From an optimization exercise on the open Yosys and OpenROAD flow, aimed at a short achievable clock period and few clock cycles; shortcuts taken in it are not production practice. The RTL was checked by simulation tests, not by an equivalence proof against the original design.

===== flow/config.mk =====
export PLATFORM = sky130hd
export DESIGN_NAME = mar810
export DESIGN_NICKNAME = mar810
export VERILOG_FILES = /design/flow/design.v
export SDC_FILE = /design/flow/constraint.sdc
export NUM_CORES = 4
export LEC_CHECK = 0
export ABC_CLOCK_PERIOD_IN_PS = 3000
export CAP_MARGIN = 20
export CORE_MARGIN = 2
export CORE_UTILIZATION = 40
export SETUP_SLACK_MARGIN = 5
export SLEW_MARGIN = 20
export TNS_END_PERCENT = 20

===== flow/constraint.sdc =====
create_clock -name core_clock -period 10.5 [get_ports {clk}]
set_input_delay 2.1000 -clock core_clock [delete_from_list [all_inputs] [get_ports {clk}]]
set_output_delay 2.1000 -clock core_clock [all_outputs]
set_load 0.01 [all_outputs]

===== flow/design.v =====
module mar810_pre
(
	input  logic [15:0]       i,
	output logic [61-1:0]  pd
);
	logic is_bal, is_mulgrp, is_40, special, lo0;
	logic bal_t, is_mul, is_bin, is_imm, is_bcc, is_adr, is_alu, is_01;
	logic is_mem, is_ld, is_st, is_inc, is_shi, xwr;
	logic use_a, use_b, wr_d, const_a, const_b;
	logic [3:0] src_a, src_b, dst;
	logic op_add, op_sub, op_and, op_orr, op_xor, op_shl, op_shr;
	logic [1:0] cb_sel;
	logic [12:0] off, off1, off2;
	always_comb begin
		is_bal    = i[7:4] == 4'b0000;
		is_mulgrp = i[7:0] == 8'h80;
		is_40     = i[6:0] == 7'h40;
		lo0       = i[3:0] == 4'b0000;
		special   = is_bal || is_mulgrp || is_40;
		bal_t  = is_bal && {i[15:8], i[3:0]} != 12'd0;
		is_mul = is_mulgrp && i[15:12] != 4'd0 && i[11:8] != 4'd0;
		is_bin = is_40 && i[15:12] == 4'd0 && !i[7];
		is_imm = is_40 && i[15:12] != 4'd0;
		is_bcc = !special && lo0;
		is_adr = !special && !lo0 && i[5:4] == 2'b11;
		is_alu = !special && !lo0 && !i[4];
		is_01  = !special && !lo0 && i[5:4] == 2'b01;
		is_mem = is_01 && i[15:11] == 5'd0;
		is_ld  = is_mem && i[6];
		is_st  = is_mem && !i[6];
		is_inc = is_01 && i[15:11] != 5'd0 && i[10:7] == 4'd0;
		is_shi = is_01 && i[15:11] != 5'd0 && i[10:7] != 4'd0;
		xwr    = is_alu || is_imm || is_adr || is_inc || is_shi;
		use_a   = 1'b0;
		use_b   = 1'b0;
		const_a = 1'b0;
		const_b = 1'b0;
		cb_sel  = 2'd0;
		src_a   = i[15:12];
		src_b   = i[11:8];
		wr_d    = 1'b0;
		dst     = i[3:0];
		if (is_alu) begin
			use_a = 1'b1; use_b = 1'b1; wr_d = 1'b1;
		end
		if (is_mul) begin
			use_a = 1'b1; use_b = 1'b1; wr_d = 1'b1; dst = i[11:8];
		end
		if (is_bin) begin
			use_a = 1'b1; src_a = i[11:8];
		end
		if (is_imm) begin
			wr_d = 1'b1; dst = i[15:12];
			const_a = 1'b1; const_b = 1'b1; cb_sel = 2'd0;
		end
		if (is_bcc) begin
			use_a = 1'b1; use_b = 1'b1;
			src_a = {i[15:13], 1'b0}; src_b = {i[15:13], 1'b1};
		end
		if (is_adr) begin
			wr_d = 1'b1;
			const_a = 1'b1; const_b = 1'b1; cb_sel = 2'd2;
		end
		if (is_ld) begin
			use_a = 1'b1; src_a = i[10:7]; wr_d = 1'b1;
		end
		if (is_st) begin
			use_a = 1'b1; use_b = 1'b1; src_a = i[10:7]; src_b = i[3:0];
		end
		if (is_inc) begin
			use_a = 1'b1; src_a = i[3:0]; wr_d = 1'b1;
			const_b = 1'b1; cb_sel = 2'd1;
		end
		if (is_shi) begin
			use_a = 1'b1; src_a = i[10:7]; wr_d = 1'b1;
			const_b = 1'b1; cb_sel = 2'd1;
		end
		op_sub = (is_alu && i[7:5] == 3'b111) || (is_inc && i[6]);
		op_and = is_alu && i[7:5] == 3'b001;
		op_orr = is_alu && i[7:5] == 3'b010;
		op_xor = is_alu && i[7:5] == 3'b011;
		op_shl = (is_alu && i[7:5] == 3'b100) || (is_shi && !i[6]);
		op_shr = (is_alu && i[7:5] == 3'b101) || (is_shi && i[6]);
		op_add = !op_sub && !op_and && !op_orr && !op_xor && !op_shl && !op_shr;
		if (is_bal)
			off = {i[15], i[15:8], i[3:0]};
		else if (is_adr)
			off = {{3{i[15]}}, i[15:6]};
		else
			off = {{6{i[12]}}, i[12:6]};
		off1 = off + 13'd1;
		off2 = off + 13'd2;
	end
	assign pd = {off2, off1, bal_t, is_mul, is_bin, is_bcc, is_adr, is_mem, is_ld, is_st, xwr,
	             use_a, use_b, wr_d, const_a, const_b, cb_sel, src_a, src_b, dst,
	             op_add, op_sub, op_and, op_orr, op_xor, op_shl, op_shr};
endmodule
module mar810_mul
(
	input  logic        clk,
	input  logic [31:0] a,
	                    b,
	output logic [31:0] p
);
	logic [31:0] pp0;
	assign pp0 = (a & {32{b[0]}}) << 0;
	logic [31:0] pp1;
	assign pp1 = (a & {32{b[1]}}) << 1;
	logic [31:0] pp2;
	assign pp2 = (a & {32{b[2]}}) << 2;
	logic [31:0] pp3;
	assign pp3 = (a & {32{b[3]}}) << 3;
	logic [31:0] pp4;
	assign pp4 = (a & {32{b[4]}}) << 4;
	logic [31:0] pp5;
	assign pp5 = (a & {32{b[5]}}) << 5;
	logic [31:0] pp6;
	assign pp6 = (a & {32{b[6]}}) << 6;
	logic [31:0] pp7;
	assign pp7 = (a & {32{b[7]}}) << 7;
	logic [31:0] pp8;
	assign pp8 = (a & {32{b[8]}}) << 8;
	logic [31:0] pp9;
	assign pp9 = (a & {32{b[9]}}) << 9;
	logic [31:0] pp10;
	assign pp10 = (a & {32{b[10]}}) << 10;
	logic [31:0] pp11;
	assign pp11 = (a & {32{b[11]}}) << 11;
	logic [31:0] pp12;
	assign pp12 = (a & {32{b[12]}}) << 12;
	logic [31:0] pp13;
	assign pp13 = (a & {32{b[13]}}) << 13;
	logic [31:0] pp14;
	assign pp14 = (a & {32{b[14]}}) << 14;
	logic [31:0] pp15;
	assign pp15 = (a & {32{b[15]}}) << 15;
	logic [31:0] pp16;
	assign pp16 = (a & {32{b[16]}}) << 16;
	logic [31:0] pp17;
	assign pp17 = (a & {32{b[17]}}) << 17;
	logic [31:0] pp18;
	assign pp18 = (a & {32{b[18]}}) << 18;
	logic [31:0] pp19;
	assign pp19 = (a & {32{b[19]}}) << 19;
	logic [31:0] pp20;
	assign pp20 = (a & {32{b[20]}}) << 20;
	logic [31:0] pp21;
	assign pp21 = (a & {32{b[21]}}) << 21;
	logic [31:0] pp22;
	assign pp22 = (a & {32{b[22]}}) << 22;
	logic [31:0] pp23;
	assign pp23 = (a & {32{b[23]}}) << 23;
	logic [31:0] pp24;
	assign pp24 = (a & {32{b[24]}}) << 24;
	logic [31:0] pp25;
	assign pp25 = (a & {32{b[25]}}) << 25;
	logic [31:0] pp26;
	assign pp26 = (a & {32{b[26]}}) << 26;
	logic [31:0] pp27;
	assign pp27 = (a & {32{b[27]}}) << 27;
	logic [31:0] pp28;
	assign pp28 = (a & {32{b[28]}}) << 28;
	logic [31:0] pp29;
	assign pp29 = (a & {32{b[29]}}) << 29;
	logic [31:0] pp30;
	assign pp30 = (a & {32{b[30]}}) << 30;
	logic [31:0] pp31;
	assign pp31 = (a & {32{b[31]}}) << 31;
	logic [31:0] l1_s1, l1_c2;
	assign l1_s1 = pp0 ^ pp1 ^ pp2;
	assign l1_c2 = ((pp0 & pp1) | (pp0 & pp2) | (pp1 & pp2)) << 1;
	logic [31:0] l1_s3, l1_c4;
	assign l1_s3 = pp3 ^ pp4 ^ pp5;
	assign l1_c4 = ((pp3 & pp4) | (pp3 & pp5) | (pp4 & pp5)) << 1;
	logic [31:0] l1_s5, l1_c6;
	assign l1_s5 = pp6 ^ pp7 ^ pp8;
	assign l1_c6 = ((pp6 & pp7) | (pp6 & pp8) | (pp7 & pp8)) << 1;
	logic [31:0] l1_s7, l1_c8;
	assign l1_s7 = pp9 ^ pp10 ^ pp11;
	assign l1_c8 = ((pp9 & pp10) | (pp9 & pp11) | (pp10 & pp11)) << 1;
	logic [31:0] l1_s9, l1_c10;
	assign l1_s9 = pp12 ^ pp13 ^ pp14;
	assign l1_c10 = ((pp12 & pp13) | (pp12 & pp14) | (pp13 & pp14)) << 1;
	logic [31:0] l1_s11, l1_c12;
	assign l1_s11 = pp15 ^ pp16 ^ pp17;
	assign l1_c12 = ((pp15 & pp16) | (pp15 & pp17) | (pp16 & pp17)) << 1;
	logic [31:0] l1_s13, l1_c14;
	assign l1_s13 = pp18 ^ pp19 ^ pp20;
	assign l1_c14 = ((pp18 & pp19) | (pp18 & pp20) | (pp19 & pp20)) << 1;
	logic [31:0] l1_s15, l1_c16;
	assign l1_s15 = pp21 ^ pp22 ^ pp23;
	assign l1_c16 = ((pp21 & pp22) | (pp21 & pp23) | (pp22 & pp23)) << 1;
	logic [31:0] l1_s17, l1_c18;
	assign l1_s17 = pp24 ^ pp25 ^ pp26;
	assign l1_c18 = ((pp24 & pp25) | (pp24 & pp26) | (pp25 & pp26)) << 1;
	logic [31:0] l1_s19, l1_c20;
	assign l1_s19 = pp27 ^ pp28 ^ pp29;
	assign l1_c20 = ((pp27 & pp28) | (pp27 & pp29) | (pp28 & pp29)) << 1;
	logic [31:0] l1_s21, l1_c22;
	assign l1_s21 = l1_s1 ^ l1_c2 ^ l1_s3;
	assign l1_c22 = ((l1_s1 & l1_c2) | (l1_s1 & l1_s3) | (l1_c2 & l1_s3)) << 1;
	logic [31:0] l1_s23, l1_c24;
	assign l1_s23 = l1_c4 ^ l1_s5 ^ l1_c6;
	assign l1_c24 = ((l1_c4 & l1_s5) | (l1_c4 & l1_c6) | (l1_s5 & l1_c6)) << 1;
	logic [31:0] l1_s25, l1_c26;
	assign l1_s25 = l1_s7 ^ l1_c8 ^ l1_s9;
	assign l1_c26 = ((l1_s7 & l1_c8) | (l1_s7 & l1_s9) | (l1_c8 & l1_s9)) << 1;
	logic [31:0] l1_s27, l1_c28;
	assign l1_s27 = l1_c10 ^ l1_s11 ^ l1_c12;
	assign l1_c28 = ((l1_c10 & l1_s11) | (l1_c10 & l1_c12) | (l1_s11 & l1_c12)) << 1;
	logic [31:0] l1_s29, l1_c30;
	assign l1_s29 = l1_s13 ^ l1_c14 ^ l1_s15;
	assign l1_c30 = ((l1_s13 & l1_c14) | (l1_s13 & l1_s15) | (l1_c14 & l1_s15)) << 1;
	logic [31:0] l1_s31, l1_c32;
	assign l1_s31 = l1_c16 ^ l1_s17 ^ l1_c18;
	assign l1_c32 = ((l1_c16 & l1_s17) | (l1_c16 & l1_c18) | (l1_s17 & l1_c18)) << 1;
	logic [31:0] l1_s33, l1_c34;
	assign l1_s33 = l1_s19 ^ l1_c20 ^ pp30;
	assign l1_c34 = ((l1_s19 & l1_c20) | (l1_s19 & pp30) | (l1_c20 & pp30)) << 1;
	logic [31:0] l1_s35, l1_c36;
	assign l1_s35 = l1_s21 ^ l1_c22 ^ l1_s23;
	assign l1_c36 = ((l1_s21 & l1_c22) | (l1_s21 & l1_s23) | (l1_c22 & l1_s23)) << 1;
	logic [31:0] l1_s37, l1_c38;
	assign l1_s37 = l1_c24 ^ l1_s25 ^ l1_c26;
	assign l1_c38 = ((l1_c24 & l1_s25) | (l1_c24 & l1_c26) | (l1_s25 & l1_c26)) << 1;
	logic [31:0] l1_s39, l1_c40;
	assign l1_s39 = l1_s27 ^ l1_c28 ^ l1_s29;
	assign l1_c40 = ((l1_s27 & l1_c28) | (l1_s27 & l1_s29) | (l1_c28 & l1_s29)) << 1;
	logic [31:0] l1_s41, l1_c42;
	assign l1_s41 = l1_c30 ^ l1_s31 ^ l1_c32;
	assign l1_c42 = ((l1_c30 & l1_s31) | (l1_c30 & l1_c32) | (l1_s31 & l1_c32)) << 1;
	logic [31:0] l1_s43, l1_c44;
	assign l1_s43 = l1_s33 ^ l1_c34 ^ pp31;
	assign l1_c44 = ((l1_s33 & l1_c34) | (l1_s33 & pp31) | (l1_c34 & pp31)) << 1;
	logic [31:0] l1_s45, l1_c46;
	assign l1_s45 = l1_s35 ^ l1_c36 ^ l1_s37;
	assign l1_c46 = ((l1_s35 & l1_c36) | (l1_s35 & l1_s37) | (l1_c36 & l1_s37)) << 1;
	logic [31:0] l1_s47, l1_c48;
	assign l1_s47 = l1_c38 ^ l1_s39 ^ l1_c40;
	assign l1_c48 = ((l1_c38 & l1_s39) | (l1_c38 & l1_c40) | (l1_s39 & l1_c40)) << 1;
	logic [31:0] l1_s49, l1_c50;
	assign l1_s49 = l1_s41 ^ l1_c42 ^ l1_s43;
	assign l1_c50 = ((l1_s41 & l1_c42) | (l1_s41 & l1_s43) | (l1_c42 & l1_s43)) << 1;
	logic [31:0] l1_s51, l1_c52;
	assign l1_s51 = l1_s45 ^ l1_c46 ^ l1_s47;
	assign l1_c52 = ((l1_s45 & l1_c46) | (l1_s45 & l1_s47) | (l1_c46 & l1_s47)) << 1;
	logic [31:0] l1_s53, l1_c54;
	assign l1_s53 = l1_c48 ^ l1_s49 ^ l1_c50;
	assign l1_c54 = ((l1_c48 & l1_s49) | (l1_c48 & l1_c50) | (l1_s49 & l1_c50)) << 1;
	logic [31:0] r1_0;
	logic [31:0] r1_1;
	logic [31:0] r1_2;
	logic [31:0] r1_3;
	logic [31:0] r1_4;
	always_ff @(posedge clk) begin
		r1_0 <= l1_s51;
		r1_1 <= l1_c52;
		r1_2 <= l1_s53;
		r1_3 <= l1_c54;
		r1_4 <= l1_c44;
	end
	logic [31:0] l2_s55, l2_c56;
	assign l2_s55 = r1_0 ^ r1_1 ^ r1_2;
	assign l2_c56 = ((r1_0 & r1_1) | (r1_0 & r1_2) | (r1_1 & r1_2)) << 1;
	logic [31:0] l2_s57, l2_c58;
	assign l2_s57 = l2_s55 ^ l2_c56 ^ r1_3;
	assign l2_c58 = ((l2_s55 & l2_c56) | (l2_s55 & r1_3) | (l2_c56 & r1_3)) << 1;
	logic [31:0] l2_s59, l2_c60;
	assign l2_s59 = l2_s57 ^ l2_c58 ^ r1_4;
	assign l2_c60 = ((l2_s57 & l2_c58) | (l2_s57 & r1_4) | (l2_c58 & r1_4)) << 1;
	assign p = l2_s59 + l2_c60;
endmodule
module mar810
(
	input  logic        clk,
	                    rst_n,
	input  logic        irq,
	                    halt,
	input  logic        fetch_ready,
	                    data_ready,
	input  logic [31:0] fetch_data_rd,
	                    data_data_rd,
	output logic [31:0] data_data_wr,
	output logic [29:0] fetch_addr,
	                    data_addr,
	output logic        fetch_start,
	                    data_start,
	                    data_write,
	output logic [3:0]  data_data_be,
	output logic        halted
);
	localparam int PD_BALT = 34, PD_MUL = 33, PD_BIN = 32, PD_BCC = 31, PD_ADR = 30,
	               PD_MEM = 29, PD_LD = 28, PD_ST = 27, PD_XWR = 26, PD_USEA = 25,
	               PD_USEB = 24, PD_WRD = 23, PD_CA = 22, PD_CB = 21;
	assign halted = 1'b0;
	assign data_data_be = 4'b1111;
	logic [29:0] fptr;
	logic        f_busy, f_disc, f_odd;
	logic [15:0] hq [6];
	logic [60:0] hp [6];
	logic [2:0]  hcnt;
	logic [30:0] dpc;
	logic        redir;
	logic [30:0] redir_tgt;
	logic        d_go, d_adv;
	logic f_acc, f_resp, push, two;
	logic        sel_x2, sel_x, sel_d, spec, pres_ok;
	logic        psel_f, psel_x2, psel_xt, psel_xa, psel_br;
	logic        br_ok, br_bcc, s1;
	logic [30:0] br_tgt, pres_tgt;
	logic [29:0] pres_next, pres_next2, s1_w1, s1_w2;
	logic        binadr;
	assign sel_x2   = psel_x2;
	assign sel_x    = psel_xt || psel_xa;
	assign sel_d    = psel_br;
	assign spec     = !psel_f;
	assign pres_tgt = psel_xa ? x_a[31:1] : psel_xt ? x_tgt : br_tgt;
	assign pres_next  = pres_tgt[30:1] + 30'd1;
	assign pres_next2 = pres_tgt[30:1] + 30'd2;
	assign fetch_addr  = ({30{psel_f}} & fptr) | ({30{psel_x2}} & s1_w1)
	                   | ({30{psel_xt}} & x_tgt[30:1]) | ({30{psel_xa}} & x_a[31:2])
	                   | ({30{psel_br}} & br_tgt[30:1]);
	logic room;
	assign fetch_start = !psel_f || room;
	assign f_acc  = fetch_start && (!f_busy || fetch_ready);
	assign f_resp = f_busy && fetch_ready;
	assign push   = f_resp && !f_disc;
	assign two    = !f_odd;
	logic s1_taken, s1push;
	assign s1_taken = sel_x2 && (x_bcc ? x_taken : d_redir);
	assign s1push   = s1_taken && f_resp;
	always_ff @(posedge clk or negedge rst_n)
		if (!rst_n) begin
			fptr   <= 30'd0;
			f_busy <= 1'b0;
			f_disc <= 1'b0;
			f_odd  <= 1'b0;
			hcnt   <= 3'd0;
			dpc    <= 31'd0;
		end else if (redir) begin
			if (s1_taken) begin
				if (!f_resp) begin
					fptr   <= s1_w1;
					f_busy <= 1'b1;
				end else if (f_acc) begin
					fptr   <= s1_w2;
					f_busy <= 1'b1;
				end else begin
					fptr   <= s1_w1;
					f_busy <= 1'b0;
				end
				f_disc <= 1'b0;
				f_odd  <= f_resp ? 1'b0 : x_tgt[0];
				hcnt   <= f_resp ? (x_tgt[0] ? 3'd1 : 3'd2) : 3'd0;
			end else begin
				if (pres_ok) begin
					fptr   <= pres_next;
					f_busy <= 1'b1;
					f_disc <= 1'b0;
				end else begin
					fptr   <= redir_tgt[30:1];
					f_busy <= f_acc || (f_busy && !fetch_ready);
					f_disc <= f_acc || (f_busy && !fetch_ready);
				end
				f_odd  <= redir_tgt[0];
				hcnt   <= 3'd0;
			end
			dpc    <= redir_tgt;
		end else begin
			if (f_acc) begin
				if (!spec)
					fptr <= fptr + 30'd1;
				f_busy <= 1'b1;
				f_disc <= spec;
			end else if (f_resp)
				f_busy <= 1'b0;
			if (push)
				f_odd <= 1'b0;
			hcnt <= d_adv ? hcnt_go : hcnt_st;
			if (d_adv)
				dpc <= dpc + 31'd1;
		end
	logic [2:0] hcnt_go, hcnt_st, pushamt;
	assign pushamt = push ? (two ? 3'd2 : 3'd1) : 3'd0;
	assign hcnt_st = hcnt + pushamt;
	assign hcnt_go = hcnt + pushamt - 3'd1;
	logic nx_f_busy, room_go, room_st;
	assign nx_f_busy = f_acc || (f_busy && !fetch_ready);
	assign room_st = ({1'b0, hcnt_st} + {2'b00, nx_f_busy, 1'b0}) <= 4'd4;
	assign room_go = ({1'b0, hcnt_go} + {2'b00, nx_f_busy, 1'b0}) <= 4'd4;
	always_ff @(posedge clk or negedge rst_n)
		if (!rst_n)
			room <= 1'b1;
		else
			room <= redir || (d_adv ? room_go : room_st);
	logic [15:0] n1;
	logic [12:0] n1_off;
	logic        n1_bal, n1_bcc, n1_adrbin;
	assign n1 = hq[1];
	assign n1_bal = hp[1][PD_BALT];
	assign n1_bcc = hp[1][PD_BCC];
	assign n1_adrbin = hp[1][PD_ADR] && hcnt >= 3'd3 && hp[2][PD_BIN] && hq[2][11:8] == n1[3:0];
	assign n1_off = hp[1][60:48];
	logic nx_br_ok, nx_s1, nx_x_bcc, nx_x_bin, nx_binadr;
	always_comb begin
		nx_br_ok = br_ok;
		if (redir)
			nx_br_ok = 1'b0;
		else if (d_adv)
			nx_br_ok = hcnt >= 3'd2 && (n1_bal || n1_bcc || n1_adrbin);
		else if (hcnt == 3'd0)
			nx_br_ok = 1'b0;
		else if (bal_wait)
			nx_br_ok = 1'b1;
		nx_s1     = !redir && sel_d && br_bcc && f_acc && d_adv;
		nx_x_bcc  = d_adv && is_bcc;
		nx_x_bin  = d_adv && is_bin && !bin_early;
		nx_binadr = d_adv && is_adr && hcnt >= 3'd2 && hp[1][PD_BIN]
		            && n1[11:8] == r_lo;
	end
	always_ff @(posedge clk or negedge rst_n)
		if (!rst_n) begin
			br_ok   <= 1'b0;
			br_bcc  <= 1'b0;
			s1      <= 1'b0;
			binadr  <= 1'b0;
			psel_f  <= 1'b1;
			psel_x2 <= 1'b0;
			psel_xt <= 1'b0;
			psel_xa <= 1'b0;
			psel_br <= 1'b0;
		end else begin
			br_ok <= nx_br_ok;
			if (!redir && d_adv)
				br_bcc <= n1_bcc || n1_adrbin;
			else if (bal_wait)
				br_bcc <= 1'b0;
			s1     <= nx_s1;
			binadr <= nx_binadr;
			psel_x2 <= (nx_x_bcc || nx_binadr) && nx_s1;
			psel_xt <= (nx_x_bcc || nx_binadr) && !nx_s1;
			psel_xa <= nx_x_bin;
			psel_br <= nx_br_ok && !nx_x_bcc && !nx_x_bin && !nx_binadr;
			psel_f  <= !nx_x_bcc && !nx_x_bin && !nx_binadr && !nx_br_ok;
		end
	always_ff @(posedge clk) begin
		if (d_go)
			br_tgt <= dpc + {{18{n1_off[12]}}, n1_off};
		else if (bal_wait)
			br_tgt <= d_tgt;
		s1_w1 <= pres_next;
		s1_w2 <= pres_next2;
	end
	logic [15:0] in_lo, in_hi, h_first, s1_first;
	logic [60:0] pd_lo, pd_hi, p_first, ps1_first;
	assign in_lo = fetch_data_rd[15:0];
	assign in_hi = fetch_data_rd[31:16];
	mar810_pre pre_lo (.i(in_lo), .pd(pd_lo));
	mar810_pre pre_hi (.i(in_hi), .pd(pd_hi));
	assign h_first   = f_odd ? in_hi : in_lo;
	assign p_first   = f_odd ? pd_hi : pd_lo;
	assign s1_first  = x_tgt[0] ? in_hi : in_lo;
	assign ps1_first = x_tgt[0] ? pd_hi : pd_lo;
	logic [76:0] qe [6], qe_up [6], qe_go [6], qe_st [6];
	always_comb
		for (int k = 0; k < 6; k++)
			qe[k] = {hp[k], hq[k]};
	always_comb begin
		for (int k = 0; k < 5; k++)
			qe_up[k] = qe[k + 1];
		qe_up[5] = qe[5];
	end
	always_comb
		for (int k = 0; k < 6; k++) begin
			if (push && hcnt == 3'(k + 1))
				qe_go[k] = {p_first, h_first};
			else if (push && two && hcnt == 3'(k))
				qe_go[k] = {pd_hi, in_hi};
			else
				qe_go[k] = qe_up[k];
			if (push && hcnt == 3'(k))
				qe_st[k] = {p_first, h_first};
			else if (push && two && hcnt + 3'd1 == 3'(k))
				qe_st[k] = {pd_hi, in_hi};
			else
				qe_st[k] = qe[k];
		end
	always_ff @(posedge clk)
		for (int k = 0; k < 6; k++)
			if (s1push && k == 0)
				{hp[k], hq[k]} <= {ps1_first, s1_first};
			else if (s1push && k == 1)
				{hp[k], hq[k]} <= {pd_hi, in_hi};
			else
				{hp[k], hq[k]} <= d_go ? qe_go[k] : qe_st[k];
	logic [15:0] i;
	logic        d_valid;
	assign i = hq[0];
	assign d_valid = hcnt != 3'd0;
	logic [60:0] pd0;
	logic bal_taken, is_mul, is_bin, is_bcc, is_adr, is_mem, is_ld, is_st, is_xwr;
	logic use_a, use_b, wr_d, const_a, const_b;
	logic [1:0] cb_sel;
	logic [3:0] src_a, src_b, dst;
	logic op_add, op_sub, op_and, op_orr, op_xor, op_shl, op_shr;
	assign pd0 = hp[0];
	logic [12:0] d_off1, d_off2;
	assign {d_off2, d_off1, bal_taken, is_mul, is_bin, is_bcc, is_adr, is_mem, is_ld, is_st, is_xwr,
	        use_a, use_b, wr_d, const_a, const_b, cb_sel, src_a, src_b, dst,
	        op_add, op_sub, op_and, op_orr, op_xor, op_shl, op_shr} = pd0;
	logic [30:0] d_tgt;
	logic [30:0] adr_off;
	always_comb begin
		adr_off = {{21{i[15]}}, i[15:6]};
		d_tgt = dpc + {{18{d_off1[12]}}, d_off1};
	end
	logic [31:0] rf [16];
	logic        x_wr, x_bcc, x_bin, x_mul, x_adr;
	logic        x_add, x_sub, x_and, x_orr, x_xor, x_shl, x_shr;
	logic [3:0]  x_rd;
	logic [1:0]  x_cond;
	logic [31:0] x_a, x_b, xres;
	logic [30:0] x_tgt;
	logic        m2_v;
	logic [3:0]  m2_rd;
	logic [31:0] mres;
	logic        ds, d_busy, ld_pend;
	logic [3:0]  ld_rd;
	logic        ld_ret;
	assign ld_ret = ld_pend && d_busy && data_ready;
	function automatic logic [31:0] rd_early(input logic [3:0] r);
		if (r == 4'd0)
			rd_early = 32'd0;
		else if (ld_pend && ld_rd == r)
			rd_early = data_data_rd;
		else if (m2_v && m2_rd == r)
			rd_early = mres;
		else
			rd_early = rf[r];
	endfunction
	logic [3:0] r_mid, r_lo;
	assign r_mid = i[11:8];
	assign r_lo  = i[3:0];
	logic [31:0] ca, cb;
	always_comb begin
		ca = is_adr ? {dpc, 1'b1} : 32'd0;
		case (cb_sel)
			2'd0: cb = {{27{i[11]}}, i[11:7]};
			2'd1: cb = {27'd0, i[15:11]};
			default: cb = {adr_off, 1'b1};
		endcase
	end
	logic [31:0] ea, eb, va, vb;
	logic        hit_xa, hit_xb;
	assign ea = const_a ? ca : rd_early(src_a);
	assign eb = const_b ? cb : rd_early(src_b);
	assign hit_xa = !const_a && x_wr && x_rd == src_a;
	assign hit_xb = !const_b && x_wr && x_rd == src_b;
	assign va = hit_xa ? xres : ea;
	assign vb = hit_xb ? xres : eb;
	logic m1_v;
	logic [3:0] m1_rd;
	logic ld_wait, hz_ld, hz_mul, mem_ok, stall;
	assign ld_wait = ld_pend && !(d_busy && data_ready);
	assign hz_ld = ld_wait && ((use_a && src_a == ld_rd) || (use_b && src_b == ld_rd)
	                           || (wr_d && dst == ld_rd));
	assign hz_mul = m1_v && ((use_a && src_a == m1_rd) || (use_b && src_b == m1_rd));
	assign mem_ok = !ds && (!d_busy || data_ready);
	logic bal_wait;
	assign bal_wait = d_valid && bal_taken && !br_ok;
	assign stall = hz_ld || hz_mul || (is_mem && !mem_ok) || bal_wait;
	assign d_go  = d_valid && !stall;
	assign d_adv = d_go && !x_redir;
	logic bin_early;
	assign bin_early = x_wr && x_adr && x_rd == r_mid;
	logic x_redir, x_taken;
	logic [32:0] x_sum;
	always_comb begin
		x_sum = {x_a, 1'b1} + {x_b ^ {32{x_sub}}, x_sub};
		xres = ({32{x_add | x_sub}} & x_sum[32:1])
		     | ({32{x_and}} & (x_a & x_b))
		     | ({32{x_orr}} & (x_a | x_b))
		     | ({32{x_xor}} & (x_a ^ x_b))
		     | ({32{x_shl && x_b[31:5] == 27'd0}} & (x_a << x_b[4:0]))
		     | ({32{x_shr && x_b[31:5] == 27'd0}} & (x_a >> x_b[4:0]));
		case (x_cond)
			2'b00: x_taken = 1'b1;
			2'b01: x_taken = {!x_a[31], x_a[30:0]} < {!x_b[31], x_b[30:0]};
			2'b10: x_taken = x_a == x_b;
			default: x_taken = x_a != x_b;
		endcase
	end
	assign x_redir = (x_bcc && x_taken) || x_bin;
	logic d_redir;
	assign d_redir = d_go && (bal_taken || (is_bin && bin_early));
	assign pres_ok = f_acc && (sel_x ? (x_redir || (binadr && d_redir)) : (sel_d && d_redir && !x_redir));
	always_comb begin
		redir = x_redir || d_redir;
		if (x_redir)
			redir_tgt = x_bin ? x_a[31:1] : x_tgt;
		else if (is_bin)
			redir_tgt = x_tgt;
		else
			redir_tgt = br_tgt;
	end
	always_ff @(posedge clk or negedge rst_n)
		if (!rst_n) begin
			x_wr  <= 1'b0;
			x_bcc <= 1'b0;
			x_bin <= 1'b0;
			x_mul <= 1'b0;
		end else begin
			x_wr  <= d_adv && is_xwr;
			x_bcc <= nx_x_bcc;
			x_bin <= nx_x_bin;
			x_mul <= d_adv && is_mul;
		end
	always_ff @(posedge clk) begin
		x_tgt  <= d_tgt;
		x_cond <= i[5:4];
		x_rd   <= dst;
		x_adr  <= is_adr;
		x_a    <= va;
		x_b    <= vb;
		x_add <= op_add;
		x_sub <= op_sub;
		x_and <= op_and;
		x_orr <= op_orr;
		x_xor <= op_xor;
		x_shl <= op_shl;
		x_shr <= op_shr;
	end
	assign m1_v  = x_mul;
	assign m1_rd = x_rd;
	mar810_mul mul
	(
		.clk(clk),
		.a(x_a),
		.b(x_b),
		.p(mres)
	);
	always_ff @(posedge clk or negedge rst_n)
		if (!rst_n)
			m2_v <= 1'b0;
		else
			m2_v <= x_mul;
	always_ff @(posedge clk)
		m2_rd <= x_rd;
	always_ff @(posedge clk) begin
		rf[0] <= 32'd0;
		for (int k = 1; k < 16; k++)
			if (x_wr && x_rd == 4'(k))
				rf[k] <= xres;
			else if (ld_ret && ld_rd == 4'(k))
				rf[k] <= data_data_rd;
			else if (m2_v && m2_rd == 4'(k))
				rf[k] <= mres;
	end
	logic mem_go;
	assign mem_go = d_adv && is_mem;
	always_ff @(posedge clk or negedge rst_n)
		if (!rst_n) begin
			ds      <= 1'b0;
			d_busy  <= 1'b0;
			ld_pend <= 1'b0;
		end else begin
			ds     <= mem_go;
			d_busy <= ds || (d_busy && !data_ready);
			if (mem_go && is_ld)
				ld_pend <= 1'b1;
			else if (ld_ret)
				ld_pend <= 1'b0;
		end
	assign data_start = ds;
	always_ff @(posedge clk) begin
		if (d_go && is_mem) begin
			data_write   <= is_st;
			data_addr    <= is_ld ? va[31:2] : vb[31:2];
			data_data_wr <= va;
		end
		if (mem_go)
			ld_rd <= r_lo;
	end
endmodule

===== flow/run.sh =====
#!/bin/bash
# synth_recipe.tcl (not shown) runs the flow's synth.tcl, then flattens the netlist and writes it again
# the make line also repeats each setting of config.mk as NAME=value (left out here)
make -C /OpenROAD-flow-scripts/flow DESIGN_CONFIG=/design/flow/config.mk WORK_HOME=/design/flow/orfs CLKGATE_MAP_FILE= SYNTH_SCRIPT=/design/flow/synth_recipe.tcl finish

==> results of run 1 <==
==> through the flow <==
stage / cells / cell area [µm²] / hold slack (ns) / setup slack, ns
after floorplan: 12623 / 107700 / 0.3233 / 3.529
after global placement: 15492 / 112600 / 0.3253 / 3.070
after detailed placement: 15493 / 112600 / 0.3319 / 2.984
after CTS: 15824 / 118400 / 0.3334 / 4.766
after global routing: 15856 / 118900 / 0.3509 / 4.809
final: 15874 / 119000 / 0.3322 / 4.668
==> layer usage <==
metal,wire length (µm),part of all wire (%),up-vias
met2,212600,41,9402
met1,185200,35,51622
met4,46950,9.0,26
met3,78080,15,2449
li1,-,-,44683
met5,226,0.043,-
==> registers in the layout, summed over array words and instances (netlist names), 31 cells and up <==
register,flops
br_tgt,31
hp,353
rf,480
x_tgt,31
hq,96
dpc,31
x_b,32
mul.r1_0,32
x_a,32
data_data_wr,32
==> placed cells by master (no fill, tap or decap), drive strengths merged, types with 192 or more instances in the layout <==
cell	instances
o211ai	332
a22oi	364
inv	552
fa	417
buf	397
o21ai	1040
ha	320
nand3	339
nor2	1378
xnor2	192
a21oi	1037
clkbuf	231
nand2	1654
a211oi	354
dfxtp	259
edfxtp	1027
==> layout make-up <==
type / instances / area [µm²]
repair buffers: 561 / 4820
inverters: 565 / 2141
clock inverters: 77 / 705.7
fillers: 25793 / 148700
clock buffers: 228 / 4697
well taps: 3552 / 4444
multi-input cells: 9488 / 63930
flip-flops and latches: 1369 / 38130
diodes: 34 / 85.08
==> critical path: stages (launching register included) <==
cell,delay [ns]
dfxtp_1,0.32
buf_4,0.35
clkinv_2,0.40
ha_1,0.45
nor4_2,0.43
nand4_1,0.30
o31ai_4,0.59
inv_1,0.19
a211oi_4,0.51
buf_4,0.22
o31ai_4,0.09
nand2b_4,0.39
buf_6,0.41
nand2_1,0.37
o22ai_1,0.27
a221oi_1,0.11
==> cell families after synthesis <==
kind of cell    synth area share, %
simple gates                  16.25
compound gates                23.85
buf+inv                       6.537
flops                         35.41
fa+ha+maj                     11.48
xor+xnor                      2.945
mux                           3.525
other cells                0.006978
==> synth_stat cells, types with 23 or more instances <==
cell,count,area share (%)
xor2_1,169,1.4
buf_2,90,0.42
and2_1,105,0.61
dfrtp_1,81,1.9
a21oi_1,1036,4.8
o21ai_0,1007,4.7
o21ai_1,32,0.15
nor3_1,129,0.60
nand4_1,87,0.51
a221o_1,48,0.45
nor2b_1,30,0.17
dfxtp_1,259,4.8
ha_1,320,3.7
nand3_1,337,1.6
or3_1,35,0.20
edfxtp_1,1027,29
mux4_2,36,0.75
fa_1,417,7.8
a22o_1,23,0.19
o21a_1,46,0.32
o211ai_1,332,2.3
a22oi_1,364,2.5
o221ai_1,53,0.43
mux2i_1,168,1.6
a221oi_1,58,0.47
buf_1,127,0.44
nor2_1,1370,4.8
nand2_1,1654,5.8
mux2_2,108,1.1
o31ai_1,31,0.22
nand2b_1,59,0.34
clkbuf_1,953,3.3
o21bai_1,27,0.19
xnor2_1,191,1.6
a21o_1,56,0.39
a222oi_1,116,1.1
inv_1,544,1.9
and3_1,68,0.40
nor4_1,35,0.20
a211oi_1,352,2.5
o22ai_1,108,0.63
a31oi_1,105,0.61
==> worst paths after layout <==
check                      depth (start not counted)  slack (ns)      from         to
setup / recovery                                  15        4.67   x_a[25]  hp[1][59]
hold / removal                                     0        0.33  hp[0][4]      x_and
setup reg to reg                                  15        4.67   x_a[25]  hp[1][59]
hold reg to reg                                    0        0.33  hp[0][4]      x_and
max in group asynchronous                          2        7.87     rst_n      x_bin
min in group asynchronous                          1        1.18     rst_n   fptr[19]
==> repair_timing <==
| item | 4_1_cts | 5_1_grt |
|---|---|---|
| setup endpoints to repair | 723 | 444 |
| setup buffers | 20 | 10 |
| pin swaps | 9 | 4 |
| cloned | 6 | 2 |
| hold buffers | 0 | 0 |
| gates resized for setup | 47 | 46 |
==> results.json, run 1 <==
{
  "grt_util_met2_pct": 52.57,
  "crit_path_max_fanout": 28,
  "skew_ns": 0.09622,
  "drtIter0Drc": 19875,
  "avgSynthCellArea_um2": 8.528,
  "final_util_pct": 44.44,
  "wirelength_mm": 523.0,
  "clock_sinks": 1369,
  "first_global_vias": 101289,
  "avgViaCountPerCell": 6.815,
  "vias": 108182,
  "arrival_ns": 6.33,
  "hold_class": "reg2reg",
  "die-height_um": 522.7,
  "dp_hpwl_mm": 324.5,
  "worst_slew_pin_slew_ns": 1.414,
  "hold_viol_final": 0,
  "rows": 190,
  "overflow": 0,
  "cts_tree": "yes",
  "drive_above_1_share_pct": 8.846,
  "crit_type": "reg2reg",
  "grt_pass1_wl_mm": 733.0,
  "root_buffer": "clkbuf_16",
  "htreeDepth": 4,
  "met1_usage_pct": 46.40,
  "grt_antenna_before_repair": 53,
  "port_buffers": 162,
  "yosysUniqueCellTypes": 116,
  "start_util_pct": 40.20,
  "setup.worst_path.start_class": "flop",
  "fin_nets": 12964,
  "dieArea_um2": 273200,
  "grt_max_degree": 131,
  "ant_nets": 0,
  "synthToLayoutAreaGrowth_pct": 10.53,
  "synth.cell_area_um2": 107600,
  "clk_path_buf_depth": 4,
  "rsz0062_at_grt": "yes",
  "ys_seq_area_share_pct": 35.41,
  "gp_congestion": 1.038,
  "drv_slew": 0,
  "drtPass1Iterations": 17,
  "timing.fmax_ghz": 0.1715,
  "top_usage_layer": "met2",
  "fin_crit_ns": 5.832,
  "synth_edf_count": 1027,
  "wl_per_cell_um": 32.95,
  "grtUsageMet3_pct": 11.83,
  "track_usage_pct": 36.83,
  "outcome": "finished clean",
  "yosys_warnings": 10,
  "end_kind": "flop",
  "core_um2": 267700,
  "drcViolationCount": 0,
  "worstPathRequired_ns": 10.99,
  "maxCapViolations": 0,
  "cts_buffers": 172,
  "syn_inst": 12620,
  "setup_violations": 0,
  "pin_count": 170,
  "cts.clk_slew.worst_paths_ns": 0.06,
  "synthFlopType": "edfxtp_1",
  "async_flop_share_pct": 6.063,
  "max-slew-margin-rel_pct": 5.746,
  "clock_latency_ns": 0.92,
  "finalSetupTns_ns": 0,
  "dieWidth_um": 522.7,
  "ys_ff_latch": 1369,
  "post-route-period-util_pct": 55.54
}
Testbench counts, summed over its fixed seeds: cycles 29,975.
==> run 2: changes to the inputs <==
--- a/flow/design.v
+++ b/flow/design.v
@@ -247,27 +247,25 @@
 	logic [31:0] l1_s53, l1_c54;
 	assign l1_s53 = l1_c48 ^ l1_s49 ^ l1_c50;
 	assign l1_c54 = ((l1_c48 & l1_s49) | (l1_c48 & l1_c50) | (l1_s49 & l1_c50)) << 1;
+	logic [31:0] l1_s55, l1_c56;
+	assign l1_s55 = l1_s51 ^ l1_c52 ^ l1_s53;
+	assign l1_c56 = ((l1_s51 & l1_c52) | (l1_s51 & l1_s53) | (l1_c52 & l1_s53)) << 1;
 	logic [31:0] r1_0;
 	logic [31:0] r1_1;
 	logic [31:0] r1_2;
 	logic [31:0] r1_3;
-	logic [31:0] r1_4;
 	always_ff @(posedge clk) begin
-		r1_0 <= l1_s51;
-		r1_1 <= l1_c52;
-		r1_2 <= l1_s53;
-		r1_3 <= l1_c54;
-		r1_4 <= l1_c44;
+		r1_0 <= l1_s55;
+		r1_1 <= l1_c56;
+		r1_2 <= l1_c54;
+		r1_3 <= l1_c44;
 	end
-	logic [31:0] l2_s55, l2_c56;
-	assign l2_s55 = r1_0 ^ r1_1 ^ r1_2;
-	assign l2_c56 = ((r1_0 & r1_1) | (r1_0 & r1_2) | (r1_1 & r1_2)) << 1;
 	logic [31:0] l2_s57, l2_c58;
-	assign l2_s57 = l2_s55 ^ l2_c56 ^ r1_3;
-	assign l2_c58 = ((l2_s55 & l2_c56) | (l2_s55 & r1_3) | (l2_c56 & r1_3)) << 1;
+	assign l2_s57 = r1_0 ^ r1_1 ^ r1_2;
+	assign l2_c58 = ((r1_0 & r1_1) | (r1_0 & r1_2) | (r1_1 & r1_2)) << 1;
 	logic [31:0] l2_s59, l2_c60;
-	assign l2_s59 = l2_s57 ^ l2_c58 ^ r1_4;
-	assign l2_c60 = ((l2_s57 & l2_c58) | (l2_s57 & r1_4) | (l2_c58 & r1_4)) << 1;
+	assign l2_s59 = l2_s57 ^ l2_c58 ^ r1_3;
+	assign l2_c60 = ((l2_s57 & l2_c58) | (l2_s57 & r1_3) | (l2_c58 & r1_3)) << 1;
 	assign p = l2_s59 + l2_c60;
 endmodule
 module mar810
@@ -300,13 +298,17 @@
 	logic [60:0] hp [6];
 	logic [2:0]  hcnt;
 	logic [30:0] dpc;
+	logic [30:0] hpc [6];
+	logic [29:0] f_w;
 	logic        redir;
 	logic [30:0] redir_tgt;
 	logic        d_go, d_adv;
 	logic f_acc, f_resp, push, two;
 	logic        sel_x2, sel_x, sel_d, spec, pres_ok;
-	logic        psel_f, psel_x2, psel_xt, psel_xa, psel_br;
+	logic        psel_f, psel_x2, psel_xt, psel_xa, psel_br, psel_b1;
 	logic        br_ok, br_bcc, s1;
+	logic        br1_ok, skip1;
+	logic [30:0] br1_tgt;
 	logic [30:0] br_tgt, pres_tgt;
 	logic [29:0] pres_next, pres_next2, s1_w1, s1_w2;
 	logic        binadr;
@@ -314,18 +316,17 @@
 	assign sel_x    = psel_xt || psel_xa;
 	assign sel_d    = psel_br;
 	assign spec     = !psel_f;
-	assign pres_tgt = psel_xa ? x_a[31:1] : psel_xt ? x_tgt : br_tgt;
+	assign pres_tgt = psel_xa ? x_a[31:1] : psel_xt ? x_tgt : psel_br ? br_tgt : br1_tgt;
 	assign pres_next  = pres_tgt[30:1] + 30'd1;
 	assign pres_next2 = pres_tgt[30:1] + 30'd2;
 	assign fetch_addr  = ({30{psel_f}} & fptr) | ({30{psel_x2}} & s1_w1)
 	                   | ({30{psel_xt}} & x_tgt[30:1]) | ({30{psel_xa}} & x_a[31:2])
-	                   | ({30{psel_br}} & br_tgt[30:1]);
+	                   | ({30{psel_br}} & br_tgt[30:1]) | ({30{psel_b1}} & br1_tgt[30:1]);
 	logic room;
 	assign fetch_start = !psel_f || room;
 	assign f_acc  = fetch_start && (!f_busy || fetch_ready);
 	assign f_resp = f_busy && fetch_ready;
 	assign push   = f_resp && !f_disc;
-	assign two    = !f_odd;
 	logic s1_taken, s1push;
 	assign s1_taken = sel_x2 && (x_bcc ? x_taken : d_redir);
 	assign s1push   = s1_taken && f_resp;
@@ -336,7 +337,6 @@
 			f_disc <= 1'b0;
 			f_odd  <= 1'b0;
 			hcnt   <= 3'd0;
-			dpc    <= 31'd0;
 		end else if (redir) begin
 			if (s1_taken) begin
 				if (!f_resp) begin
@@ -365,7 +365,6 @@
 				f_odd  <= redir_tgt[0];
 				hcnt   <= 3'd0;
 			end
-			dpc    <= redir_tgt;
 		end else begin
 			if (f_acc) begin
 				if (!spec)
@@ -377,17 +376,42 @@
 			if (push)
 				f_odd <= 1'b0;
 			hcnt <= d_adv ? hcnt_go : hcnt_st;
-			if (d_adv)
-				dpc <= dpc + 31'd1;
 		end
+	always_ff @(posedge clk)
+		if (f_acc)
+			f_w <= fetch_addr;
 	logic [2:0] hcnt_go, hcnt_st, pushamt;
-	assign pushamt = push ? (two ? 3'd2 : 3'd1) : 3'd0;
-	assign hcnt_st = hcnt + pushamt;
-	assign hcnt_go = hcnt + pushamt - 3'd1;
+	logic [2:0] hc_p0, hc_p1, hc_p2, hc_m1, hc_p1m, hc_p2m;
+	assign pushamt = push ? ({2'b00, lo_ok} + {2'b00, hi_ok}) : 3'd0;
+	assign hc_p0  = hcnt;
+	assign hc_p1  = hcnt + 3'd1;
+	assign hc_p2  = hcnt + 3'd2;
+	assign hc_m1  = hcnt - 3'd1;
+	assign hc_p1m = hcnt;
+	assign hc_p2m = hcnt + 3'd1;
+	assign hcnt_st = pushamt == 3'd2 ? hc_p2 : pushamt == 3'd1 ? hc_p1 : hc_p0;
+	assign hcnt_go = pushamt == 3'd2 ? hc_p2m : pushamt == 3'd1 ? hc_p1m : hc_m1;
 	logic nx_f_busy, room_go, room_st;
+	logic [1:0] pmax;
+	logic r_st0, r_st1, r_st2, r_go0, r_go1, r_go2, r_st0b, r_st1b, r_st2b, r_go0b, r_go1b, r_go2b;
 	assign nx_f_busy = f_acc || (f_busy && !fetch_ready);
-	assign room_st = ({1'b0, hcnt_st} + {2'b00, nx_f_busy, 1'b0}) <= 4'd4;
-	assign room_go = ({1'b0, hcnt_go} + {2'b00, nx_f_busy, 1'b0}) <= 4'd4;
+	assign pmax = push ? (f_odd ? 2'd1 : 2'd2) : 2'd0;
+	assign r_st0  = {1'b0, hcnt} <= 4'd4;
+	assign r_st1  = {1'b0, hcnt} <= 4'd3;
+	assign r_st2  = {1'b0, hcnt} <= 4'd2;
+	assign r_st0b = {1'b0, hcnt} <= 4'd2;
+	assign r_st1b = {1'b0, hcnt} <= 4'd1;
+	assign r_st2b = {1'b0, hcnt} <= 4'd0;
+	assign r_go0  = {1'b0, hcnt} <= 4'd5;
+	assign r_go1  = {1'b0, hcnt} <= 4'd4;
+	assign r_go2  = {1'b0, hcnt} <= 4'd3;
+	assign r_go0b = {1'b0, hcnt} <= 4'd3;
+	assign r_go1b = {1'b0, hcnt} <= 4'd2;
+	assign r_go2b = {1'b0, hcnt} <= 4'd1;
+	assign room_st = nx_f_busy ? (pmax == 2'd2 ? r_st2b : pmax == 2'd1 ? r_st1b : r_st0b)
+	                           : (pmax == 2'd2 ? r_st2  : pmax == 2'd1 ? r_st1  : r_st0);
+	assign room_go = nx_f_busy ? (pmax == 2'd2 ? r_go2b : pmax == 2'd1 ? r_go1b : r_go0b)
+	                           : (pmax == 2'd2 ? r_go2  : pmax == 2'd1 ? r_go1  : r_go0);
 	always_ff @(posedge clk or negedge rst_n)
 		if (!rst_n)
 			room <= 1'b1;
@@ -400,8 +424,8 @@
 	assign n1_bal = hp[1][PD_BALT];
 	assign n1_bcc = hp[1][PD_BCC];
 	assign n1_adrbin = hp[1][PD_ADR] && hcnt >= 3'd3 && hp[2][PD_BIN] && hq[2][11:8] == n1[3:0];
-	assign n1_off = hp[1][60:48];
-	logic nx_br_ok, nx_s1, nx_x_bcc, nx_x_bin, nx_binadr;
+	assign n1_off = hp[1][47:35];
+	logic nx_br_ok, nx_s1, nx_x_bcc, nx_x_bin, nx_binadr, nx_br1_ok;
 	always_comb begin
 		nx_br_ok = br_ok;
 		if (redir)
@@ -413,6 +437,12 @@
 		else if (bal_wait)
 			nx_br_ok = 1'b1;
 		nx_s1     = !redir && sel_d && br_bcc && f_acc && d_adv;
+		if (redir)
+			nx_br1_ok = 1'b0;
+		else if (d_adv)
+			nx_br1_ok = hcnt >= 3'd3 && hp[2][PD_BALT];
+		else
+			nx_br1_ok = br1_ok && hcnt >= 3'd2;
 		nx_x_bcc  = d_adv && is_bcc;
 		nx_x_bin  = d_adv && is_bin && !bin_early;
 		nx_binadr = d_adv && is_adr && hcnt >= 3'd2 && hp[1][PD_BIN]
@@ -429,7 +459,11 @@
 			psel_xt <= 1'b0;
 			psel_xa <= 1'b0;
 			psel_br <= 1'b0;
+			psel_b1 <= 1'b0;
+			br1_ok  <= 1'b0;
 		end else begin
+			br1_ok  <= nx_br1_ok;
+			psel_b1 <= nx_br1_ok && !nx_br_ok && !nx_x_bcc && !nx_x_bin && !nx_binadr;
 			br_ok <= nx_br_ok;
 			if (!redir && d_adv)
 				br_bcc <= n1_bcc || n1_adrbin;
@@ -441,30 +475,40 @@
 			psel_xt <= (nx_x_bcc || nx_binadr) && !nx_s1;
 			psel_xa <= nx_x_bin;
 			psel_br <= nx_br_ok && !nx_x_bcc && !nx_x_bin && !nx_binadr;
-			psel_f  <= !nx_x_bcc && !nx_x_bin && !nx_binadr && !nx_br_ok;
+			psel_f  <= !nx_x_bcc && !nx_x_bin && !nx_binadr && !nx_br_ok && !nx_br1_ok;
 		end
 	always_ff @(posedge clk) begin
 		if (d_go)
-			br_tgt <= dpc + {{18{n1_off[12]}}, n1_off};
+			br_tgt <= hpc[1] + {{18{n1_off[12]}}, n1_off};
 		else if (bal_wait)
 			br_tgt <= d_tgt;
+		if (d_go)
+			br1_tgt <= hpc[2] + {{18{hp[2][47]}}, hp[2][47:35]};
 		s1_w1 <= pres_next;
 		s1_w2 <= pres_next2;
 	end
-	logic [15:0] in_lo, in_hi, h_first, s1_first;
-	logic [60:0] pd_lo, pd_hi, p_first, ps1_first;
+	logic [15:0] in_lo, in_hi, s1_first;
+	logic [60:0] pd_lo, pd_hi, ps1_first;
+	logic        lo_ok, hi_ok;
+	logic [107:0] e_lo, e_hi, e_first, e_s1a, e_s1b;
 	assign in_lo = fetch_data_rd[15:0];
 	assign in_hi = fetch_data_rd[31:16];
 	mar810_pre pre_lo (.i(in_lo), .pd(pd_lo));
 	mar810_pre pre_hi (.i(in_hi), .pd(pd_hi));
-	assign h_first   = f_odd ? in_hi : in_lo;
-	assign p_first   = f_odd ? pd_hi : pd_lo;
-	assign s1_first  = x_tgt[0] ? in_hi : in_lo;
-	assign ps1_first = x_tgt[0] ? pd_hi : pd_lo;
-	logic [76:0] qe [6], qe_up [6], qe_go [6], qe_st [6];
+	assign lo_ok = !f_odd && in_lo != 16'd0;
+	assign hi_ok = in_hi != 16'd0;
+	assign two   = lo_ok && hi_ok;
+	assign e_lo    = {{f_w, 1'b0}, pd_lo, in_lo};
+	assign e_hi    = {{f_w, 1'b1}, pd_hi, in_hi};
+	assign e_first = lo_ok ? e_lo : e_hi;
+	assign e_s1a   = x_tgt[0] ? {x_tgt, pd_hi, in_hi} : {x_tgt, pd_lo, in_lo};
+	assign e_s1b   = {{x_tgt[30:1], 1'b1}, pd_hi, in_hi};
+	logic [107:0] qe [6], qe_up [6], qe_go [6], qe_st [6];
+	logic         pf;
+	assign pf = push;
 	always_comb
 		for (int k = 0; k < 6; k++)
-			qe[k] = {hp[k], hq[k]};
+			qe[k] = {hpc[k], hp[k], hq[k]};
 	always_comb begin
 		for (int k = 0; k < 5; k++)
 			qe_up[k] = qe[k + 1];
@@ -472,27 +516,28 @@
 	end
 	always_comb
 		for (int k = 0; k < 6; k++) begin
-			if (push && hcnt == 3'(k + 1))
-				qe_go[k] = {p_first, h_first};
-			else if (push && two && hcnt == 3'(k))
-				qe_go[k] = {pd_hi, in_hi};
+			if (pf && hcnt == 3'(k + 1))
+				qe_go[k] = e_first;
+			else if (push && hcnt == 3'(k))
+				qe_go[k] = e_hi;
 			else
 				qe_go[k] = qe_up[k];
-			if (push && hcnt == 3'(k))
-				qe_st[k] = {p_first, h_first};
-			else if (push && two && hcnt + 3'd1 == 3'(k))
-				qe_st[k] = {pd_hi, in_hi};
+			if (pf && hcnt == 3'(k))
+				qe_st[k] = e_first;
+			else if (push && hcnt + 3'd1 == 3'(k))
+				qe_st[k] = e_hi;
 			else
 				qe_st[k] = qe[k];
 		end
 	always_ff @(posedge clk)
 		for (int k = 0; k < 6; k++)
 			if (s1push && k == 0)
-				{hp[k], hq[k]} <= {ps1_first, s1_first};
+				{hpc[k], hp[k], hq[k]} <= e_s1a;
 			else if (s1push && k == 1)
-				{hp[k], hq[k]} <= {pd_hi, in_hi};
+				{hpc[k], hp[k], hq[k]} <= e_s1b;
 			else
-				{hp[k], hq[k]} <= d_go ? qe_go[k] : qe_st[k];
+				{hpc[k], hp[k], hq[k]} <= d_go ? qe_go[k] : qe_st[k];
+	assign dpc = hpc[0];
 	logic [15:0] i;
 	logic        d_valid;
 	assign i = hq[0];
@@ -592,12 +637,16 @@
 	end
 	assign x_redir = (x_bcc && x_taken) || x_bin;
 	logic d_redir;
-	assign d_redir = d_go && (bal_taken || (is_bin && bin_early));
-	assign pres_ok = f_acc && (sel_x ? (x_redir || (binadr && d_redir)) : (sel_d && d_redir && !x_redir));
+	assign d_redir = d_valid && ((bal_taken && br_ok) || (is_bin && bin_early));
+	assign skip1 = psel_b1 && f_acc && d_adv && !d_redir;
+	assign pres_ok = f_acc && (sel_x ? (x_redir || (binadr && d_redir))
+	                                 : sel_d ? (d_redir && !x_redir) : skip1);
 	always_comb begin
-		redir = x_redir || d_redir;
+		redir = x_redir || d_redir || skip1;
 		if (x_redir)
 			redir_tgt = x_bin ? x_a[31:1] : x_tgt;
+		else if (!d_redir)
+			redir_tgt = br1_tgt;
 		else if (is_bin)
 			redir_tgt = x_tgt;
 		else
==> flow/flow/run.sh (new file) <==
#!/bin/bash
set -euo pipefail
export SETUP_SLACK_MARGIN=6.5
export BUFFER_PORTS_ARGS="-buffer_cell sky130_fd_sc_hd__buf_4"
bash standard.sh > standard_flow.log 2>&1
==> flow/standard.sh (new file) <==
#!/bin/bash
# synth_recipe.tcl (not shown) runs the flow's synth.tcl, then flattens the netlist and writes it again
# the make line also repeats each setting of config.mk as NAME=value (left out here)
make -C /OpenROAD-flow-scripts/flow DESIGN_CONFIG=/design/flow/config.mk WORK_HOME=/design/flow/orfs CLKGATE_MAP_FILE= SYNTH_SCRIPT=/design/flow/synth_recipe.tcl "${@:-finish}"
--- a/flow/config.mk
+++ b/flow/config.mk
@@ -9,6 +9,5 @@
 export CAP_MARGIN = 20
 export CORE_MARGIN = 2
 export CORE_UTILIZATION = 40
-export SETUP_SLACK_MARGIN = 5
 export SLEW_MARGIN = 20
 export TNS_END_PERCENT = 20
removed: flow/run.sh
==> run 2 against run 1 <==
Net effect:
- still clean on timing, DRC and antenna
- design area increased by 16%
- final cell count increased by 6.3%
- maximum frequency increased by 26%
- critical path depth decreased by 11
- routed wire length increased by 8.9%
- setup slack improved by 1.2 ns
- via count increased by 5.7%
- non-clock buffer count increased by 685
- critical path type is now reg2out
==> results.json, run 2 <==
{
  "outcome": "finished clean",
  "vias": 114340,
  "synth_most_common_cell": "nand2_1",
  "hold_start": "hp[0][5]",
  "cts.clk_slew.worst_paths_ns": 0.06,
  "arrival_ns": 2.53,
  "final_util_pct": 49.32,
  "grt_max_degree": 96,
  "placed_cells": 15753,
  "finalSetupTns_ns": 0,
  "timing.final.ws_setup_ns": 5.869,
  "fin_crit_ns": 4.631,
  "htreeDepth": 4,
  "crit_type": "reg2out",
  "hold_viol_final": 0,
  "end_kind": "primary output",
  "drive_above_1_share_pct": 19.87,
  "clock_sinks": 1504,
  "hold_class": "reg2reg",
  "fin_nets": 13831,
  "reg2reg_to": "mul.r1_0[31]",
  "dieWidth_um": 534.0,
  "synth_top_area_cell": "edfxtp_1",
  "synth_edf_count": 1208,
  "rsz0062_at_grt": "yes",
  "first_global_vias": 104603,
  "cts_buffers": 183,
  "layout_commonest_cell": "nand2_1",
  "synthFlopType": "edfxtp_1",
  "hold_end": "x_sub",
  "track_usage_pct": 37.49,
  "synth_common_cells": "nand2_1 (1583), nor2_1 (1431), edfxtp_1 (1208), a21oi_1 (1022), clkbuf_1 (1009)",
  "timing.fmax_ghz": 0.2159,
  "root_buffer": "clkbuf_16",
  "worstPathRequired_ns": 8.40,
  "place_ws_ns": 3.281,
  "synth.cell_area_um2": 112400,
  "die-height_um": 534.0,
  "final_cell_mix": "nand2_1 (1539), nor2_1 (1308), edfxtp_1 (1208)",
  "netlist.area_leader.share_pct": 32.28,
  "ys_seq_area_share_pct": 37.80,
  "dp_hpwl_mm": 334.3,
  "gp_congestion": 1.014,
  "setup_violations": 0,
  "pin_count": 170,
  "rrSetupSlack_ns": 5.95,
  "holdWs_ns": 0.3499,
  "clk_path_buf_depth": 4,
  "avgViaCountPerCell": 6.777,
  "crit_path_max_fanout": 10,
  "overflow": 0,
  "largest_reg_flops": 480,
  "clock_latency_ns": 0.90,
  "drv_slew": 0,
  "cts_tree": "yes",
  "drtIter0Drc": 20948,
  "holdPathStages": 0,
  "grt_pass1_wl_mm": 775.1,
  "r2r_start": "x_a[10]",
  "core_um2": 279400,
  "max-slew-margin-rel_pct": 10.24,
  "drtPass1Iterations": 12,
  "largest-register": "rf",
  "ant_nets": 0,
  "rows": 194,
  "fillers": 25409,
  "setup.worst_path.start_class": "flop",
  "skew_ns": 0.06916,
  "worst_slew_pin_slew_ns": 1.341,
  "rr_worst_depth": 17,
  "async_flop_share_pct": 3.590,
  "maxCapViolations": 0,
  "ys_ff_latch": 1504,
  "drcViolationCount": 0,
  "synthToLayoutAreaGrowth_pct": 22.62,
  "grt_antenna_before_repair": 42,
  "yosys_warnings": 11,
  "start_util_pct": 40.22,
  "dieArea_um2": 285200,
  "wirelength_mm": 569.7,
  "finalNonFillerCells": 16871,
  "synth.area.top_cells": "edfxtp_1 (32%), fa_1 (7.4%), nand2_1 (5.3%)",
  "syn_inst": 12715,
  "design_area_um2": 137800,
  "avgSynthCellArea_um2": 8.837,
  "yosysUniqueCellTypes": 104,
  "post-route-period-util_pct": 44.11,
  "placed_area_um2": 117400,
  "port_buffers": 162,
  "wl_per_cell_um": 33.77
}
==> run 2: routing by layer <==
metal / track usage, % / up-vias / share of wire (%)
li1: - / 46774 / -
met1: 47.33 / 54738 / 35
met4: 26.49 / 41 / 9.1
met2: 53.01 / 10082 / 40
met5: 0.01666 / - / 0.079
met3: 13.39 / 2705 / 16
==> run 2: area by class of cell <==
type	instances	area, µm²	area share (%)
Clock inverter	91	854.6	0.6202
Sequential cell	1504	42620	30.93
Tap cell	3724	4659	3.382
Inverter	545	2342	1.700
Antenna cell	22	55.05	0.03996
Multi-Input combinational cell	9500	68560	49.76
Timing Repair Buffer	1246	13720	9.958
Clock buffer	235	4933	3.581
Timing Repair inverter	4	35.03	0.02543
==> run 2: how the worst max path moves through the flow <==
stage	startpoint	slack, ns	end
final	x_bin	5.87	fetch_addr[8]
after global routing	x_a[12]	5.83	mul.r1_0[31]
after CTS	psel_xt	5.90	fetch_addr[3]
after detailed placement	x_b[2]	3.28	hpc[1][27]
after global placement	x_b[2]	3.30	hpc[1][25]
after floorplan	fetch_ready	3.00	hp[0][0]
==> run 2: critical path: stages, from the launching register on <==
cell and delay [ns]:
dfrtp_4 0.58, buf_16 0.20, a222oi_1 0.43, nand2_2 0.23, buf_4 0.20
==> run 2: kinds of logic (layout without fill, tap and decap cells) <==
| group | count (synthesis) | in the layout | synth area share (%) |
|---|---|---|---|
| and+or+nand+nor | 3944 | 3961 | 14.99 |
| AOI/OAI and AO/OA | 3940 | 3944 | 22.57 |
| buffers and inverters | 1735 | 2121 | 5.880 |
| DFF | 1504 | 1504 | 37.80 |
| adders and majority gates | 777 | 777 | 11.44 |
| muxes | 459 | 459 | 4.550 |
| xor gates and xnor gates | 354 | 354 | 2.766 |
| other | 2 | 27 | 0.006684 |
==> run 2: timing repair <==
action,CTS,global route
gates cloned,68,34
pin swaps,122,246
buffers inserted,313,354
hold endpoints to repair,0,0
setup endpoints to repair,1982,1580
hold buffers,0,0
gates resized for setup,764,786
Testbench counts of run 2, summed over its fixed seeds: cycles 29,206.

==> port drivers added, routing unchanged <==
No port has a modelled driver above. Below, the same layouts with a new extraction and two added sets of constraints.
Step 1 assumes that a clkbuf_16 drives the clock port and a buf_2 every other input.
Step 2 adds t to the input delays and takes it off the output delays; t is the mean of the earliest and latest rising clock arrival at the registers after step 1. Input paths then give back, and output paths get back, about the clock's delay inside the block.
Slacks: ideal ports / drivers / drivers and shift; pairs: ideal ports / drivers.
run	t, ns	setup slack, ns	pins driven straight from the clock port
run 1	0.958	4.668 / 4.668 / 3.862	1
run 2	0.972	5.869 / 5.762 / 4.914	1
After both steps setup and hold are still met in every run listed. For run 2, which loses most, drivers alone change the setup slack by -0.107 ns; drivers and shift together by -0.955 ns.
